This is an optimization exercise on Yosys and OpenROAD, whose aim is small area, a short achievable clock period and few clock cycles per item, not a production implementation.
RTL that was checked went through simulation tests only; none was proved equivalent to the original.
Power figures rest on the tool's default switching activity, not on a simulated workload.

Setup of oak:
## unpipelined_divider
module unpipelined_divider #
(
    parameter N = 32
)
(
    input wire [N-1:0] dividend,
    input wire [N-1:0] divisor,
    input wire start,
    input wire rst,
    input wire clk,
    output wire [N-1:0] quotient,
    output wire [N-1:0] remainder,
    output reg done
);
==> module unpipelined_divider, before the edit <==
module unpipelined_divider #
(
    parameter N = 32
)
(
    input wire [N-1:0] dividend,
    input wire [N-1:0] divisor,
    input wire start,
    input wire rst,
    input wire clk,
    output wire [N-1:0] quotient,
    output wire [N-1:0] remainder,
    output reg done
);
    reg [N-1:0] rem_reg;    
    reg [N-1:0] quot_reg;   
    reg         x_reg;      
    reg [4:0]   cnt;        
    reg         busy;
    wire [3:0] d_any, x_any;
    genvar k;
    generate
        for (k = 0; k < 4; k = k + 1) begin : byte_or
            or8 od (.a(divisor[8*k +: 8]), .y(d_any[k]));
            or8 ox (.a(dividend[8*k +: 8]), .y(x_any[k]));
        end
    endgenerate
    wire sk3, sk2, sk1;
    skip_dec sd (.d_any(d_any), .x_any(x_any), .sk3(sk3), .sk2(sk2), .sk1(sk1));
    wire [1:0] sh = {sk2, sk3 | (sk1 & ~sk2)};
    wire [N-1:0] rem_load = sh == 2'd3 ? {8'd0, dividend[N-1:8]} :
                            sh == 2'd2 ? {16'd0, dividend[N-1:16]} :
                            sh == 2'd1 ? {24'd0, dividend[N-1:24]} : {N{1'b0}};
    wire [N-1:0] x_by_cnt;
    generate
        for (k = 0; k < N - 1; k = k + 1) begin : xb
            assign x_by_cnt[k] = dividend[N-2-k];
        end
    endgenerate
    assign x_by_cnt[N-1] = 1'b0;
    wire x_first = dividend[{~sh, 3'b111}];
    wire [N:0] t = {rem_reg, x_reg};
    wire [N-1:0] diff;
    wire ge;
    div_step step (.a(t[N-1:0]), .b(divisor), .top(t[N]), .diff(diff), .ge(ge));
    wire take;
    and2b tk (.a(ge), .b_n(start), .y(take));
    wire [N-1:0] rem_hold = start ? rem_load : t[N-1:0];
    wire [N-1:0] rem_next;
    generate
        for (k = 0; k < N; k = k + 1) begin : rnext
            mux2 mg (.s(take), .a(rem_hold[k]), .b(diff[k]), .y(rem_next[k]));
        end
    endgenerate
    always @(posedge clk) begin
        rem_reg <= rem_next;
        quot_reg <= start ? {N{1'b0}} : {quot_reg[N-2:0], ge};
        x_reg    <= start ? x_first : x_by_cnt[cnt];
    end
    always @(posedge clk or posedge rst) begin
        if (rst) begin
            busy <= 1'b0;
            done <= 1'b0;
            cnt  <= 5'd0;
        end else begin
            done <= busy && (cnt == 5'd31);
            if (start) begin
                busy <= 1'b1;
                cnt  <= {sh, 3'b000};
            end else if (busy) begin
                cnt <= cnt + 5'd1;
                if (cnt == 5'd31) busy <= 1'b0;
            end
        end
    end
    assign quotient  = quot_reg;
    assign remainder = rem_reg;
endmodule
==> flow/config.mk <==
export PLATFORM = sky130hd
export DESIGN_NAME = unpipelined_divider
export DESIGN_NICKNAME = unpipelined_divider
export VERILOG_FILES = /design/flow/design.v
export SDC_FILE = /design/flow/constraint.sdc
export NUM_CORES = 4
export LEC_CHECK = 0
export CAP_MARGIN = 20
export CORE_MARGIN = 2
export CORE_UTILIZATION = 55
export CTS_BUF_LIST = sky130_fd_sc_hd__clkbuf_4 sky130_fd_sc_hd__clkbuf_8
export SETUP_SLACK_MARGIN = 1.5
export SLEW_MARGIN = 20
export SYNTH_HIERARCHICAL = 1
export SYNTH_MINIMUM_KEEP_SIZE = 0
==> flow/constraint.sdc <==
create_clock -name core_clock -period 4.0 [get_ports {clk}]
set_input_delay 0.8000 -clock core_clock [delete_from_list [all_inputs] [get_ports {clk}]]
set_output_delay 0.8000 -clock core_clock [all_outputs]
set_load 0.01 [all_outputs]
standard.sh (not shown) runs the stock make flow with config.mk's settings and CLKGATE_MAP_FILE= SYNTH_SCRIPT=/design/flow/synth_recipe.tcl, a recipe that flattens the netlist after the stock synthesis.
==> flow/flow/run.sh <==
#!/bin/bash
# The standard layout (standard.sh) with two changes:
#  - the final ABC mapping of the standard synthesis uses flow/abc_map.script
#    (ORFS's speed script without its blanket upsizing);
#  - the port buffers are the library's smallest plain buffer (buffer_ports
#    otherwise picks a delay cell).
set -euo pipefail
here=$(pwd)
export FLOW_SYNTH_TCL=$here/synth_recipe.tcl
export MY_ABC_SCRIPT=$here/flow/abc_map.script
export BUFFER_PORTS_ARGS="-buffer_cell sky130_fd_sc_hd__buf_1"
sed "s#SYNTH_SCRIPT=[^ ]*#SYNTH_SCRIPT=$here/flow/my_synth.tcl#" standard.sh > my_standard.sh
grep -q "SYNTH_SCRIPT=$here/flow/my_synth.tcl" my_standard.sh
bash my_standard.sh > standard.log 2>&1
==> flow/flow/abc_map.script <==
&get -n
&st
&dch
&nf
&st
&syn2
&if -g -K 6
&synch2
&nf
&st
&syn2
&if -g -K 6
&synch2
&nf
&st
&syn2
&if -g -K 6
&synch2
&nf
&st
&syn2
&if -g -K 6
&synch2
&nf
&st
&syn2
&if -g -K 6
&synch2
&nf
&put
buffer -c
topo
stime -c

dnsize -c
==> flow/flow/my_synth.tcl <==
# The standard flow's synthesis (synth_recipe.tcl, unchanged), except that the final ABC
# technology mapping runs flow/abc_map.script instead of ORFS's speed script
proc abc {args} {
  set i [lsearch -exact $args -script]
  if {$i >= 0} {
    lset args [expr {$i + 1}] $::env(MY_ABC_SCRIPT)
  }
  yosys abc {*}$args
}
source $::env(FLOW_SYNTH_TCL)
Testbench counts of oak, summed over its fixed seeds: cycles 10,456, items 512.
#### Input delta (pine over oak)
--- a/flow/design.v
+++ b/flow/design.v
@@ -14,6 +14,5 @@
 );
     reg [N-1:0] rem_reg;    
-    reg [N-1:0] quot_reg;   
-    reg         x_reg;      
+    reg [N-1:0] dq_reg;     
     reg [4:0]   cnt;        
     reg         busy;
@@ -29,16 +28,6 @@
     skip_dec sd (.d_any(d_any), .x_any(x_any), .sk3(sk3), .sk2(sk2), .sk1(sk1));
     wire [1:0] sh = {sk2, sk3 | (sk1 & ~sk2)};
-    wire [N-1:0] rem_load = sh == 2'd3 ? {8'd0, dividend[N-1:8]} :
-                            sh == 2'd2 ? {16'd0, dividend[N-1:16]} :
-                            sh == 2'd1 ? {24'd0, dividend[N-1:24]} : {N{1'b0}};
-    wire [N-1:0] x_by_cnt;
-    generate
-        for (k = 0; k < N - 1; k = k + 1) begin : xb
-            assign x_by_cnt[k] = dividend[N-2-k];
-        end
-    endgenerate
-    assign x_by_cnt[N-1] = 1'b0;
-    wire x_first = dividend[{~sh, 3'b111}];
-    wire [N:0] t = {rem_reg, x_reg};
+    wire [2*N-1:0] load = {{N{1'b0}}, dividend} << {sh, 3'b000};
+    wire [N:0] t = {rem_reg, dq_reg[N-1]};
     wire [N-1:0] diff;
     wire ge;
@@ -46,5 +35,5 @@
     wire take;
     and2b tk (.a(ge), .b_n(start), .y(take));
-    wire [N-1:0] rem_hold = start ? rem_load : t[N-1:0];
+    wire [N-1:0] rem_hold = start ? load[2*N-1:N] : t[N-1:0];
     wire [N-1:0] rem_next;
     generate
@@ -55,6 +44,5 @@
     always @(posedge clk) begin
         rem_reg <= rem_next;
-        quot_reg <= start ? {N{1'b0}} : {quot_reg[N-2:0], ge};
-        x_reg    <= start ? x_first : x_by_cnt[cnt];
+        dq_reg  <= start ? load[N-1:0] : {dq_reg[N-2:0], ge};
     end
     always @(posedge clk or posedge rst) begin
@@ -74,5 +62,5 @@
         end
     end
-    assign quotient  = quot_reg;
+    assign quotient  = dq_reg;
     assign remainder = rem_reg;
 endmodule
Findings:
All of pine and oak finish clean. In terms of count of final max-slew check failures, pine and oak differ only marginally. Diff pine..oak | remaining antenna violation count | negligible. pine vs. oak: instance area after placement saw an increase; maximum clock skew at final layout saw a decrease; mean post-synth cell area saw an increase. Number of flip-flops and latches was lower in the run labelled pine. In pine relative to oak, count of plain and timing-repair buffers had gone down by a few percent. The via count reported for pine is higher than the one for oak. Relative to oak, power density over cell area has gone down in pine. Compared with oak, pine ends up with less cell area. pine does better than oak on power.
No functional check of the RTL was part of pine.

========
unpipelined_divider, a different RTL version from the one above (not shown whole).
Size in the first run: about 130 I/O pins, ~4700 um2 of cells after synthesis.
==> module unpipelined_divider, before the edit <==
module unpipelined_divider #
(
    parameter N = 32
)
(
    input wire [N-1:0] dividend,
    input wire [N-1:0] divisor,
    input wire start,
    input wire rst,
    input wire clk,
    output wire [N-1:0] quotient,
    output wire [N-1:0] remainder,
    output reg done
);
    reg [N-1:0] rem_reg;    
    reg [N-1:0] quot_reg;   
    reg         x_reg;      
    reg [4:0]   cnt;        
    reg         busy;
    wire [7:0] d_any, x_any;
    genvar k;
    generate
        for (k = 0; k < 8; k = k + 1) begin : nib_or
            or4 od (.a(divisor[4*k +: 4]), .y(d_any[k]));
            or4 ox (.a(dividend[4*k +: 4]), .y(x_any[k]));
        end
    endgenerate
    wire l24, l16, l12, l8, l4;
    skip_dec sd (.d_any(d_any), .x_any(x_any), .start(start),
                 .l24(l24), .l16(l16), .l12(l12), .l8(l8), .l4(l4));
    wire [N-1:0] rem_load = ({N{l24}} & {8'd0, dividend[N-1:8]}) |
                            ({N{l16}} & {16'd0, dividend[N-1:16]}) |
                            ({N{l12}} & {20'd0, dividend[N-1:20]}) |
                            ({N{l8}} & {24'd0, dividend[N-1:24]}) |
                            ({N{l4}} & {28'd0, dividend[N-1:28]});
    wire [4:0] cnt_load = {l24 | l16, l24 | l12 | l8, l12 | l4, 2'b00};
    wire x_first = l24 ? dividend[7] : l16 ? dividend[15] : l12 ? dividend[19] :
                   l8 ? dividend[23] : l4 ? dividend[27] : dividend[31];
    wire [N-1:0] x_by_cnt;
    generate
        for (k = 0; k < N - 1; k = k + 1) begin : xb
            assign x_by_cnt[k] = dividend[N-2-k];
        end
    endgenerate
    assign x_by_cnt[N-1] = 1'b0;
    wire [N:0] t = {rem_reg, x_reg};
    wire [N-1:0] diff;
    wire ge, ge_n;
    div_step step (.a(t[N-1:0]), .b(divisor), .top(t[N]), .diff(diff), .ge(ge),
                   .ge_n(ge_n));
    wire take;
    nor2 tk (.a(ge_n), .b(start), .y(take));
    wire [N-1:0] rem_hold = rem_load | ({N{~start}} & t[N-1:0]);
    wire [N-1:0] rem_next;
    generate
        for (k = 0; k < N; k = k + 1) begin : rnext
            mux2 mg (.s(take), .a(rem_hold[k]), .b(diff[k]), .y(rem_next[k]));
        end
    endgenerate
    always @(posedge clk) begin
        rem_reg <= rem_next;
        quot_reg <= start ? {N{1'b0}} : {quot_reg[N-2:0], ge};
        x_reg    <= start ? x_first : x_by_cnt[cnt];
    end
    always @(posedge clk) begin
        if (start) cnt <= cnt_load;
        else       cnt <= cnt + 5'd1;
    end
    always @(posedge clk or posedge rst) begin
        if (rst) begin
            busy <= 1'b0;
            done <= 1'b0;
        end else begin
            done <= busy && (cnt == 5'd31);
            if (start)
                busy <= 1'b1;
            else if (cnt == 5'd31)
                busy <= 1'b0;
        end
    end
    assign quotient  = quot_reg;
    assign remainder = rem_reg;
endmodule
==> module skip_dec, before the edit <==
module skip_dec (input wire [7:0] d_any, input wire [7:0] x_any, input wire start,
                 output wire l24, output wire l16, output wire l12,
                 output wire l8, output wire l4);
    wire d_nz = |d_any;
    wire c24 = (|d_any[7:6]) | (d_nz & ~(|x_any[7:2]));
    wire c16 = (|d_any[7:4]) | (d_nz & ~(|x_any[7:4]));
    wire c12 = (|d_any[7:3]) | (d_nz & ~(|x_any[7:5]));
    wire c8  = (|d_any[7:2]) | (d_nz & ~(|x_any[7:6]));
    wire c4  = (|d_any[7:1]) | (d_nz & ~x_any[7]);
    assign l24 = start & c24;
    assign l16 = start & c16 & ~c24;
    assign l12 = start & c12 & ~c16;
    assign l8  = start & c8 & ~c12;
    assign l4  = start & c4 & ~c8;
endmodule
==> flow/config.mk <==
export PLATFORM = sky130hd
export DESIGN_NAME = unpipelined_divider
export DESIGN_NICKNAME = unpipelined_divider
export VERILOG_FILES = /design/flow/design.v
export SDC_FILE = /design/flow/constraint.sdc
export NUM_CORES = 4
export LEC_CHECK = 0
export CAP_MARGIN = 20
export CORE_MARGIN = 2
export CORE_UTILIZATION = 55
export CTS_BUF_LIST = sky130_fd_sc_hd__clkbuf_4 sky130_fd_sc_hd__clkbuf_8
export SETUP_SLACK_MARGIN = 1.0
export SLEW_MARGIN = 20
export SYNTH_HIERARCHICAL = 1
export SYNTH_MINIMUM_KEEP_SIZE = 0
==> flow/constraint.sdc <==
create_clock -name core_clock -period 4.0 [get_ports {clk}]
set_input_delay 0.8000 -clock core_clock [delete_from_list [all_inputs] [get_ports {clk}]]
set_output_delay 0.8000 -clock core_clock [all_outputs]
set_load 0.01 [all_outputs]
Scripts as last shown in full above: flow/flow/run.sh, flow/flow/abc_map.script, flow/flow/my_synth.tcl
The baseline completed with no timing, DRC or antenna violations.
Change:
--- a/flow/design.v
+++ b/flow/design.v
@@ -25,17 +25,18 @@
             or4 ox (.a(dividend[4*k +: 4]), .y(x_any[k]));
         end
     endgenerate
-    wire l24, l16, l12, l8, l4;
-    skip_dec sd (.d_any(d_any), .x_any(x_any), .start(start),
-                 .l24(l24), .l16(l16), .l12(l12), .l8(l8), .l4(l4));
-    wire [N-1:0] rem_load = ({N{l24}} & {8'd0, dividend[N-1:8]}) |
-                            ({N{l16}} & {16'd0, dividend[N-1:16]}) |
-                            ({N{l12}} & {20'd0, dividend[N-1:20]}) |
-                            ({N{l8}} & {24'd0, dividend[N-1:24]}) |
-                            ({N{l4}} & {28'd0, dividend[N-1:28]});
-    wire [4:0] cnt_load = {l24 | l16, l24 | l12 | l8, l12 | l4, 2'b00};
-    wire x_first = l24 ? dividend[7] : l16 ? dividend[15] : l12 ? dividend[19] :
-                   l8 ? dividend[23] : l4 ? dividend[27] : dividend[31];
+    wire [7:1] sk;
+    skip_dec sd (.d_any(d_any), .x_any(x_any), .sk(sk));
+    wire [2:0] sh = {sk[4], sk[6] | (sk[2] & ~sk[4]),
+                     sk[7] | (sk[5] & ~sk[6]) | (sk[3] & ~sk[4]) | (sk[1] & ~sk[2])};
+    wire [7:1] ld = {start & sk[7], {6{start}} & sk[6:1] & ~sk[7:2]};
+    reg [N-1:0] rem_load;
+    integer j;
+    always @(*) begin
+        rem_load = {N{1'b0}};
+        for (j = 1; j < 8; j = j + 1)
+            rem_load = rem_load | ({N{ld[j]}} & (dividend >> (N - 4 * j)));
+    end
     wire [N-1:0] x_by_cnt;
     generate
         for (k = 0; k < N - 1; k = k + 1) begin : xb
@@ -43,6 +44,7 @@
         end
     endgenerate
     assign x_by_cnt[N-1] = 1'b0;
+    wire x_first = dividend[{~sh, 2'b11}];
     wire [N:0] t = {rem_reg, x_reg};
     wire [N-1:0] diff;
     wire ge, ge_n;
@@ -62,20 +64,20 @@
         quot_reg <= start ? {N{1'b0}} : {quot_reg[N-2:0], ge};
         x_reg    <= start ? x_first : x_by_cnt[cnt];
     end
-    always @(posedge clk) begin
-        if (start) cnt <= cnt_load;
-        else       cnt <= cnt + 5'd1;
-    end
     always @(posedge clk or posedge rst) begin
         if (rst) begin
             busy <= 1'b0;
             done <= 1'b0;
+            cnt  <= 5'd0;
         end else begin
             done <= busy && (cnt == 5'd31);
-            if (start)
+            if (start) begin
                 busy <= 1'b1;
-            else if (cnt == 5'd31)
-                busy <= 1'b0;
+                cnt  <= {sh, 2'b00};
+            end else if (busy) begin
+                cnt <= cnt + 5'd1;
+                if (cnt == 5'd31) busy <= 1'b0;
+            end
         end
     end
     assign quotient  = quot_reg;
@@ -441,20 +443,15 @@
 module or4 (input wire [3:0] a, output wire y);
     assign y = |a;
 endmodule
-module skip_dec (input wire [7:0] d_any, input wire [7:0] x_any, input wire start,
-                 output wire l24, output wire l16, output wire l12,
-                 output wire l8, output wire l4);
+module skip_dec (input wire [7:0] d_any, input wire [7:0] x_any,
+                 output wire [7:1] sk);
     wire d_nz = |d_any;
-    wire c24 = (|d_any[7:6]) | (d_nz & ~(|x_any[7:2]));
-    wire c16 = (|d_any[7:4]) | (d_nz & ~(|x_any[7:4]));
-    wire c12 = (|d_any[7:3]) | (d_nz & ~(|x_any[7:5]));
-    wire c8  = (|d_any[7:2]) | (d_nz & ~(|x_any[7:6]));
-    wire c4  = (|d_any[7:1]) | (d_nz & ~x_any[7]);
-    assign l24 = start & c24;
-    assign l16 = start & c16 & ~c24;
-    assign l12 = start & c12 & ~c16;
-    assign l8  = start & c8 & ~c12;
-    assign l4  = start & c4 & ~c8;
+    genvar j;
+    generate
+        for (j = 1; j < 8; j = j + 1) begin : s
+            assign sk[j] = (|d_any[7:j]) | (d_nz & ~(|x_any[7:8-j]));
+        end
+    endgenerate
 endmodule
 module sk_gen0 (input wire a, input wire b, output wire g);
     assign g = a | ~b;
=> Synthesized area goes up by about 10%. Setup slack got worse by 0.55 ns. Hold slack improved by 0.062 ns. Via count goes up by about 27%. Routed wire length grows by 42%.
Function was not checked in any run of this note: the RTL went through the layout flow alone.

-- what the ideal ports hide --
Ports are ideal in the flow. The routed layouts listed here were re-timed in OpenROAD.
Step 1: set_driving_cell puts a clkbuf_16 on clk and a buf_2 on each other input, an assumption about the parent block.
Step 2 moves the port delays by t, midway between the first and last clock arrival at a register: inputs arrive t later, outputs are due t later. That takes back most of the time a late clock gives input paths.
Slacks: ideal / step 1 / step 2; pairs: ideal / step 1.
run | t (ns) | setup WS [ns] | hold WS [ns] | latest minus earliest clock arrival (ns)
oak | 0.380 | 1.490 / 1.499 / 1.119 | 0.328 / 0.324 / 0.466 | 0.013 / 0.013
pine | 0.392 | 1.399 / 1.393 / 1.001 | 0.313 / 0.305 / 0.460 | 0.008 / 0.008
the first run of note 2 | 0.383 | 1.004 / 1.012 / 0.629 | 0.251 / 0.250 / 0.464 | 0.008 / 0.007
the second run of note 2 | 0.392 | 0.456 / 0.458 / 0.067 | 0.312 / 0.299 / 0.461 | 0.013 / 0.013
After both steps every run listed still meets setup and hold. The setup slack of pine, which loses most, moves by -0.006 ns with the drivers and by -0.398 ns with both steps.
